Source: an optimization exercise on an open RTL-to-GDS flow (aim: small area and a short achievable clock period). Production flows keep margins and buffers that such runs may drop.
The RTL was checked by simulation tests, not by an equivalence proof against the original design.

--- flow/run.sh ---
#!/bin/bash
# synth_recipe.tcl (not shown) runs the flow's synth.tcl, then flattens the netlist and writes it again
# the make line also repeats each setting of config.mk as NAME=value (left out here)
make -C /OpenROAD-flow-scripts/flow DESIGN_CONFIG=/design/flow/config.mk WORK_HOME=/design/flow/orfs CLKGATE_MAP_FILE= SYNTH_SCRIPT=/design/flow/synth_recipe.tcl finish
--- flow/config.mk ---
export PLATFORM = sky130hd
export DESIGN_NAME = booth_recoded_multiplier
export DESIGN_NICKNAME = booth_recoded_multiplier
export VERILOG_FILES = /design/flow/design.v
export SDC_FILE = /design/flow/constraint.sdc
export NUM_CORES = 4
export LEC_CHECK = 0
export CAP_MARGIN = 20
export CORE_MARGIN = 2
export CORE_UTILIZATION = 40
export SLEW_MARGIN = 20
--- flow/constraint.sdc ---
create_clock -name core_clock -period 8.5 [get_ports {clk}]
set_input_delay 1.7000 -clock core_clock [delete_from_list [all_inputs] [get_ports {clk}]]
set_output_delay 1.7000 -clock core_clock [all_outputs]
set_load 0.01 [all_outputs]
--- flow/design.v ---
module reg_N #(
	parameter NUMBER_OF_BITS = 12
)(
	reset, clk, D, Q
);
	input clk, reset;
	input [NUMBER_OF_BITS-1:0] D; 
	output [NUMBER_OF_BITS-1:0] Q;
	reg [NUMBER_OF_BITS-1:0] Q;
	always @ (posedge clk or posedge reset)
	if (reset==1)
	Q <= 0;
	else
	Q <= D;
endmodule 
module bin2comp #(
	parameter NUMBER_OF_BITS = 12
)(
	bin, inv_add
);
	input [NUMBER_OF_BITS-1:0]bin;
	output [NUMBER_OF_BITS-1:0]inv_add;
	assign	inv_add = bin[NUMBER_OF_BITS-1]?(~ bin +1'b1):bin;
endmodule
module boothEn (
    _y, _x, _2x, _neg
);
    input[2:0] _y;
    output _x, _2x, _neg;
    assign _x = _y[0] ^ _y[1];
    assign _2x = _y[2]?~(_y[1]|_y[0]):(_y[1]&_y[0]);
    assign _neg = _y[2];
endmodule
module boothEnNBits #(
    parameter NUMBER_OF_BITS = 12
)(
    _x, _y
);
    input [NUMBER_OF_BITS-1:0] _x;
    output [(NUMBER_OF_BITS/2)*3-1:0] _y;
    genvar i;
    generate 
        for(i=0;i<NUMBER_OF_BITS/2;i = i+1) begin
            if(i==0) 
                boothEn boothEncoder({_x[1:0],1'b0}, _y[2], _y[1], _y[0]);
            else 
                boothEn boothEncoder(_x[(i*2+1):(i*2-1)], _y[i*3+2], _y[i*3+1], _y[i*3]);
        end  
    endgenerate
endmodule
module ppGenNBits #(
    parameter NUMBER_OF_BITS = 12
)(
    _boothEn, _xin, _pp, _corBits
);
    input[(NUMBER_OF_BITS/2)*3-1:0] _boothEn;
    input[NUMBER_OF_BITS-1:0] _xin;
    output[(NUMBER_OF_BITS/2)*(NUMBER_OF_BITS+2):0] _pp;
    output[NUMBER_OF_BITS/2-1:0] _corBits;
    wire[(NUMBER_OF_BITS/2)*(NUMBER_OF_BITS+1)-1:0] _ppBuff;
    genvar i;
    generate
        for(i=0;i<NUMBER_OF_BITS/2;i=i+1) begin
            ppLineGenNBits #(NUMBER_OF_BITS) ppLine(_boothEn[(i+1)*3-1:i*3],_xin,_ppBuff[(i+1)*(NUMBER_OF_BITS+1)-1:i*(NUMBER_OF_BITS+1)]);
            if(i==0) begin
                assign _pp[NUMBER_OF_BITS+2:0] = {~_ppBuff[NUMBER_OF_BITS],_ppBuff[NUMBER_OF_BITS],_ppBuff[NUMBER_OF_BITS:0]};
            end
            else begin
                assign _pp[(i+1)*(NUMBER_OF_BITS+2):i*(NUMBER_OF_BITS+2)+1] = {1'b1,~_ppBuff[(i+1)*(NUMBER_OF_BITS+1)-1],_ppBuff[(i+1)*(NUMBER_OF_BITS+1)-2:i*(NUMBER_OF_BITS+1)]};
            end
            assign _corBits[i] = _boothEn[i*3];
        end
    endgenerate
endmodule
module ppLineGenNBits #(
    parameter NUMBER_OF_BITS = 12
)(
    _boothEn, _xin, _pp
);
    input[2:0] _boothEn;
    input[NUMBER_OF_BITS-1:0] _xin;
    output[NUMBER_OF_BITS:0] _pp;
    genvar i;
    generate
        for (i=0;i<=NUMBER_OF_BITS;i=i+1) begin
            if(i==NUMBER_OF_BITS)
                ppGenerator ppGen({2{_xin[i-1]}},_boothEn,_pp[i]);
            else begin
                if(i==0)
                    ppGenerator ppGen({_xin[i],1'b0},_boothEn,_pp[i]);
                else
                    ppGenerator ppGen(_xin[i:i-1],_boothEn,_pp[i]);
            end
        end
    endgenerate
endmodule
module ppGenerator(
    _xin, _be, _pp
);
    input[1:0] _xin;
    input[2:0] _be;
    output _pp;
    assign temp1 = _be[2] & _xin[1];
    assign temp2 = _be[1] & _xin[0];
    assign temp = temp1 | temp2;
    assign _pp = temp ^ _be[0];
endmodule
module full_adder(a, b, cin, cout, sum);
    input a, b, cin;
    output cout, sum;
    wire cout, sum;
    assign {cout, sum} = a + b + cin;
endmodule
module half_adder(a, b, c, s);
    input a, b;
    output c, s;
    wire c, s;
    assign {c, s} = a + b;
endmodule
module CSA_fa #(
    parameter bits = 4
)(
    a,b,cin,sum,cout
);
    input [bits-1:0] a, b, cin;
    output [bits-1:0] sum, cout;
    genvar i;
    generate
        for(i=0;i<bits;i=i+1) begin
            full_adder fa(a[i],b[i],cin[i],cout[i],sum[i]);
        end
    endgenerate
endmodule
module CSA_ha #(
    parameter bits = 4
)(
    a,b,sum,cout
);
    input [bits-1:0] a, b;
    output [bits-1:0] sum, cout;
    genvar i;
    generate
        for(i=0;i<bits;i=i+1) begin
            half_adder ha(a[i],b[i],cout[i],sum[i]);
        end
    endgenerate
endmodule
module ppCompressor_12(
    _PP, _Cor, _C, _S
);
    input[84:0] _PP;
    input[5:0] _Cor;
    output[23:0] _C, _S;
    wire[14:0] _pp0;
    wire[13:0] _pp1, _pp2, _pp3, _pp4, _pp5;
    assign _pp0 = _PP[14:0];
    assign _pp1 = _PP[28:15];
    assign _pp2 = _PP[42:29];
    assign _pp3 = _PP[56:43];
    assign _pp4 = _PP[70:57];
    assign _pp5 = _PP[84:71];
    wire[23:0] _r0, _r1, _r2, _r3, _r4, _r5, _rc;
    assign _r0 = {9'b0, _pp0};
    assign _r1 = {8'b0, _pp1, 2'b0};
    assign _r2 = {6'b0, _pp2, 4'b0};
    assign _r3 = {4'b0, _pp3, 6'b0};
    assign _r4 = {2'b0, _pp4, 8'b0};
    assign _r5 = {_pp5, 10'b0};
    assign _rc = {13'b0, _Cor[5], 1'b0, _Cor[4], 1'b0, _Cor[3], 1'b0, _Cor[2], 1'b0, _Cor[1], 1'b0, _Cor[0]};
    wire[23:0] _S11, _C11, _S12, _C12, _S21, _C21, _S31, _C31, _S41, _C41;
    CSA_fa #(24)   CSA_11(_r0, _r1, _r2, _S11, _C11);
    CSA_fa #(24)   CSA_12(_r3, _r4, _r5, _S12, _C12);
    CSA_fa #(24)   CSA_21(_S11, {_C11[22:0],1'b0}, _S12, _S21, _C21);
    CSA_fa #(24)   CSA_31(_S21, {_C21[22:0],1'b0}, {_C12[22:0],1'b0}, _S31, _C31);
    CSA_fa #(24)   CSA_41(_S31, {_C31[22:0],1'b0}, _rc, _S41, _C41);
    assign _C = {_C41[22:0],1'b0};
    assign _S = _S41;
endmodule
module cla_4bit(x, y , cin, sum, cout);
	input [3:0] x, y; 
	input cin;
	output [3:0] sum;
	output cout;
	wire [4:0] s;
	wire [3:0] p;   
	wire [3:0] g;   
	wire [4:0] c;   
	assign p[3:0] = x[3:0] ^ y[3:0];
	assign g[3:0] = x[3:0] & y[3:0];
	assign c[0] = cin;
	assign c[1] = g[0] | (p[0] & c[0]);
	assign c[2] = g[1] | (p[1] & g[0]) | (p[1] & p[0] & c[0]);
	assign c[3] = g[2] | (p[2] & g[1]) | (p[2] & p[1] & g[0])| (p[2] & p[1] & p[0] & c[0]);
	assign c[4] = g[3] | (p[3] & g[2]) | (p[3] & p[2] & g[1])| (p[3] & p[2] & p[1] & g[0])| (p[3] & p[2] & p[1] & p[0] & c[0]);
	assign s[4:0] = {1'b0, p[3:0]} ^ c[4:0];
	assign sum = s[3:0];
	assign cout = c[4];
endmodule
module cla_24bit(
    a, b , cin, sum, cout
);
    input[23:0] a,b;
    input cin;
    output[23:0] sum;
    output cout;
    wire [4:0] c;
    cla_4bit cla1(a[3:0],b[3:0],cin,sum[3:0],c[0]);
    cla_4bit cla2(a[7:4],b[7:4],c[0],sum[7:4],c[1]);
    cla_4bit cla3(a[11:8],b[11:8],c[1],sum[11:8],c[2]);
    cla_4bit cla4(a[15:12],b[15:12],c[2],sum[15:12],c[3]);
    cla_4bit cla5(a[19:16],b[19:16],c[3],sum[19:16],c[4]);
    cla_4bit cla6(a[23:20],b[23:20],c[4],sum[23:20],cout);
endmodule
module booth_recoded_multiplier(
    clk, reset, multiplicand, multiplier, prod
);
    input clk;       
    input reset;     
	input [11:0] multiplicand, multiplier;
	output [23:0] prod;
	wire [11:0] A, B, A_2comp, B_2comp;
	wire [17:0] enc_op;
	wire [5:0] cor_bit;
	wire [84:0] pp;
	wire [23:0] out_x, out_y, sum,sumBuf;
	wire sign;
	wire cout;
	reg_N #(12) reg12_00(reset, clk, multiplicand, A);
	reg_N #(12) reg12_01(reset, clk, multiplier, B);
	reg_N #(24) reg24_00(reset, clk, sum, prod);
	bin2comp #(12) bin00 (A, A_2comp);
	bin2comp #(12) bin01 (B, B_2comp);
	assign sign = A[11]^B[11]^A_2comp[11]^B_2comp[11];
	assign sum = sign ? (~sumBuf + 1'b1) : sumBuf;
    boothEnNBits #(12) booth_enc00(B_2comp, enc_op);
    ppGenNBits #(12) pp_gen00( enc_op, A_2comp, pp, cor_bit);
    ppCompressor_12 pp_comp( pp, cor_bit, out_x, out_y);
	cla_24bit cla00(out_x, out_y , 1'b0, sumBuf, cout);
endmodule
==> impl_results.md <==
* Ys Warns at 5
* Vias in the first global route at between 5000 and 6000
* Critical Path Most Common Cell: fa_1
* First-pass GRT wire length at roughly 29000 um
* Crit path launch type: register
* GRT Resource Usage Total at 0.205
* Top_reg_cell synth: dfrtp_1
* Synthesized area per cell at about 9.0 sq um
* Synth Area in Adders at 0.279
* RSZ-0062 raised after global routing: false
* Register area at between 0.001 and 0.0015 sq mm
* # diodes at 0
* Crit path required time at just under 9 ns
* Syn Nets at 871
* Skew-Pair Late Insertion Delay at approximately 0.31 ns
* Status: timing/DRC/antenna clean
* Routability cong. at between 0.9 and 1
* Final setup violation count at 0
* Post-Synth XOR/XNOR Area at 0.161
* Initial antenna violation count at 0
* Worst-path clk slew at 0.07 ns
* First-pass DRT Iterations at 6
* Inserted Clock Buffers at 5
* Drt wl/cell at roughly 17 um
* Simple-gate share of the synthesized area at 0.115
* Fillers at 1525
* Antenna Nets Post-Route at 0
* Max-cap violations at 0
* Slew @ Worst Pin at between 0.8 and 0.9 ns
* Total number of vias at 5580
* Core Box Area at 0.0159 sq mm
* CTS tree: yes
* Max Clock Skew at between 0.01 and 0.015 ns
* Final hold violations at 0
* Compound-cell area share of the yosys netlist at 0.187
* Via density at between 5 and 6
* Fin crit share at 0.938
* Ys async rst share at 1.00
* FP Rows at 46
* DPL Wire Length at between 10000 and 15000 um
* Die height at about 130 um
* Total grt overflow at 0
* Share of post-route cells with drive strength above 1 at 0.0782
* Final-stage net count at around 900
* Max Freq at roughly 130 MHz
* Multi-input logic area at between 0.004 and 0.005 sq mm
* DRC at 0
* Initial drt markers at 459
* R2r worst-path depth at 26
* Final min period at roughly 8.0 ns
* Post-synth top area share at 0.183
* Combinational family with the most area after synthesis: adder cells
* Hold crit path type: register to register
* Hold depth at 2
* CTS Root Cell: clkbuf_16
* Initial Util at 0.412
* I/O Buffers at 49
* Critical path peak fanout at 17
* Post-synth cell types at 65
* Width of the die at about 130 um
* Routed Wire Length at around 17000 um
* Arrival time worst endpoint at between 8 and 9 ns
* Seq/Total Area, Yosys at 0.183
* Post-synthesis mux area share at 0.00629
* WS Path Type: register to register
* Slew margin rel. at 0.449
* Largest net degree at the start of global routing at roughly 50
* Worst setup EP type: register
* Clk buf depth at 2
* Area Overhead vs Synth at 16.6%
* Setup_tns at 0 ns
* Mapped Cells at between 700 and 800
* Hold-fix buffers at CTS at 0
* Synth area leader: dfrtp_1
* Ports at 50
* Final Max Tran Viols at 0
* Synth top area cells: dfrtp_1, fa_1, xnor2_1, ha_1, a22oi_1
* CP max stage delay at between 0.5 and 0.6 ns
* Die ar. at 0.0174 sq mm
* Post-synth EDFFs at 0
* H-tree depth at 2
* CP max-delay cell: or4_1
* Synthesized flop and latch total at between 40 and 50
* CTS sink cnt at 48
* Synth Cell Area at 0.00656 sq mm
==> critical path, delay by kind of cell (launching register included) <==
kind | cells | cell delay (ns)
AO/OA/AOI/OAI | 5 | 1.04
XOR/XNOR | 3 | 0.59
adder cells (fa/ha/maj) | 6 | 2.74
buffers and inverters | 4 | 0.43
flip-flops | 1 | 0.42
AND/OR/NAND/NOR | 8 | 2.65
==> state kept, by name, summed over array words and instances (netlist names) <==
name / flops
reg12_00.Q: 12
reg12_01.Q: 12
reg24_00.Q: 24
==> synth_stat cells (3+ instances only) <==
cell / n
nor4_1: 4
dfrtp_1: 48
a21o_1: 5
nand2b_1: 10
fa_1: 49
buf_2: 6
o21ai_1: 3
xnor2_1: 98
inv_1: 71
a21oi_1: 28
clkbuf_1: 34
o22ai_1: 8
o31ai_1: 9
or3_1: 6
mux2i_1: 3
nor3_1: 12
a211oi_1: 4
ha_1: 63
o21ai_0: 30
nor2b_1: 4
o31ai_2: 3
and2_1: 5
nand2_1: 41
a22oi_1: 50
or4_1: 5
maj3_1: 6
a41oi_1: 4
nand3_1: 11
nor2_1: 39
a31oi_1: 4
xor2_1: 21
o41ai_1: 4
a311oi_1: 4
==> what timing repair did <==
action                                  4_1_cts  5_1_grt
buffers inserted                              0        0
gates resized for setup                       0        2
endpoints found under the setup margin        0        4
==> routing by layer <==
layer  up-vias  routed length, um  GRT usage
met5         -                  0          0
met4         0                478     0.0688
met3        31                776     0.0250
met2       156               8480      0.337
met1      2752               7650      0.279
li1       2641                  -          -
==> path summary, 6_finish.rpt <==
kind	end	slack [ns]	start
setup / recovery	reg24_00.Q[23]	0.53	reg12_01.Q[3]
hold / removal	reg24_00.Q[0]	0.85	reg12_01.Q[0]
setup reg to reg	reg24_00.Q[23]	0.53	reg12_01.Q[3]
hold reg to reg	reg24_00.Q[0]	0.85	reg12_01.Q[0]
max in group asynchronous	reg12_01.Q[10]	6.15	reset
min in group asynchronous	reg24_00.Q[23]	1.86	reset
==> cells by family (layout without fill, tap and decap cells) <==
group	after synthesis	count (layout)
AO/OA/AOI/OAI	177	177
AND/OR/NAND/NOR	150	150
XOR/XNOR	120	120
adder cells (fa/ha/maj)	118	118
buffers and inverters	116	163
flip-flops	48	48
multiplexers	4	4
==> cell usage in the layout (no fill, tap or decap), drive strengths merged, types with 6 or more instances in the layout <==
cell type      Yosys  routed
buf                8      32
nand2b            10      10
ha                63      63
nand2             41      41
dfrtp             48      48
nor3              12      12
inv               72      71
xnor2             99      99
o21ai             33      33
o31ai             12      12
a22oi             50      50
clkdlybuf4s50      0      49
or3                6       6
a21oi             28      28
fa                49      49
nand3             11      11
maj3               6       6
or4                6       6
o22ai              8       8
xor2              21      21
nor2              39      39
==> cell type report <==
class                      instances  share of cell area
clock buffer                       5              0.0163
sequential                        48               0.157
clock inverter                     3              0.0118
timing repair buffer              81              0.0955
multi-input combinational        569               0.648
inverter                          74              0.0365
tap                              216              0.0353
==> through the flow <==
stage          area (sq um)  hold WS [ns]  instances  utilization  setup WS [ns]
2_1_floorplan          6560         0.588        733            -          0.714
3_3_place_gp           7430         0.816        988        0.466          0.562
3_5_place_dp           7430         0.816        988        0.466          0.409
4_1_cts                7650         0.832        996        0.480          0.395
5_1_grt                7650         0.867        996        0.480         0.0491
6_report               7650         0.850        996        0.480          0.526

separate check: timing with driven ports:
How much do the figures lean on ideal ports? The routed layout below was timed once more, with nothing changed but the port constraints.
Step 1 sets driving cells, clkbuf_16 on the clock port and buf_2 on the other inputs (assumed; they add their load-dependent delay and slew).
Step 2, shift: input delay + t, output delay - t, t = (earliest + latest rising clock arrival at the registers) / 2. This alone moves slack from input paths to output paths.
Three values: ideal, step 1, step 2; two values: the first two.
t, ns: 0.342
slack for setup (ns): 0.526 / 0.526 / 0.526
worst register clock-pin slew, ns: 0.07 / 0.07
After both steps setup and hold are still met in this run. For this run, drivers alone change the setup slack by 0.000 ns; drivers and shift together by 0.000 ns.
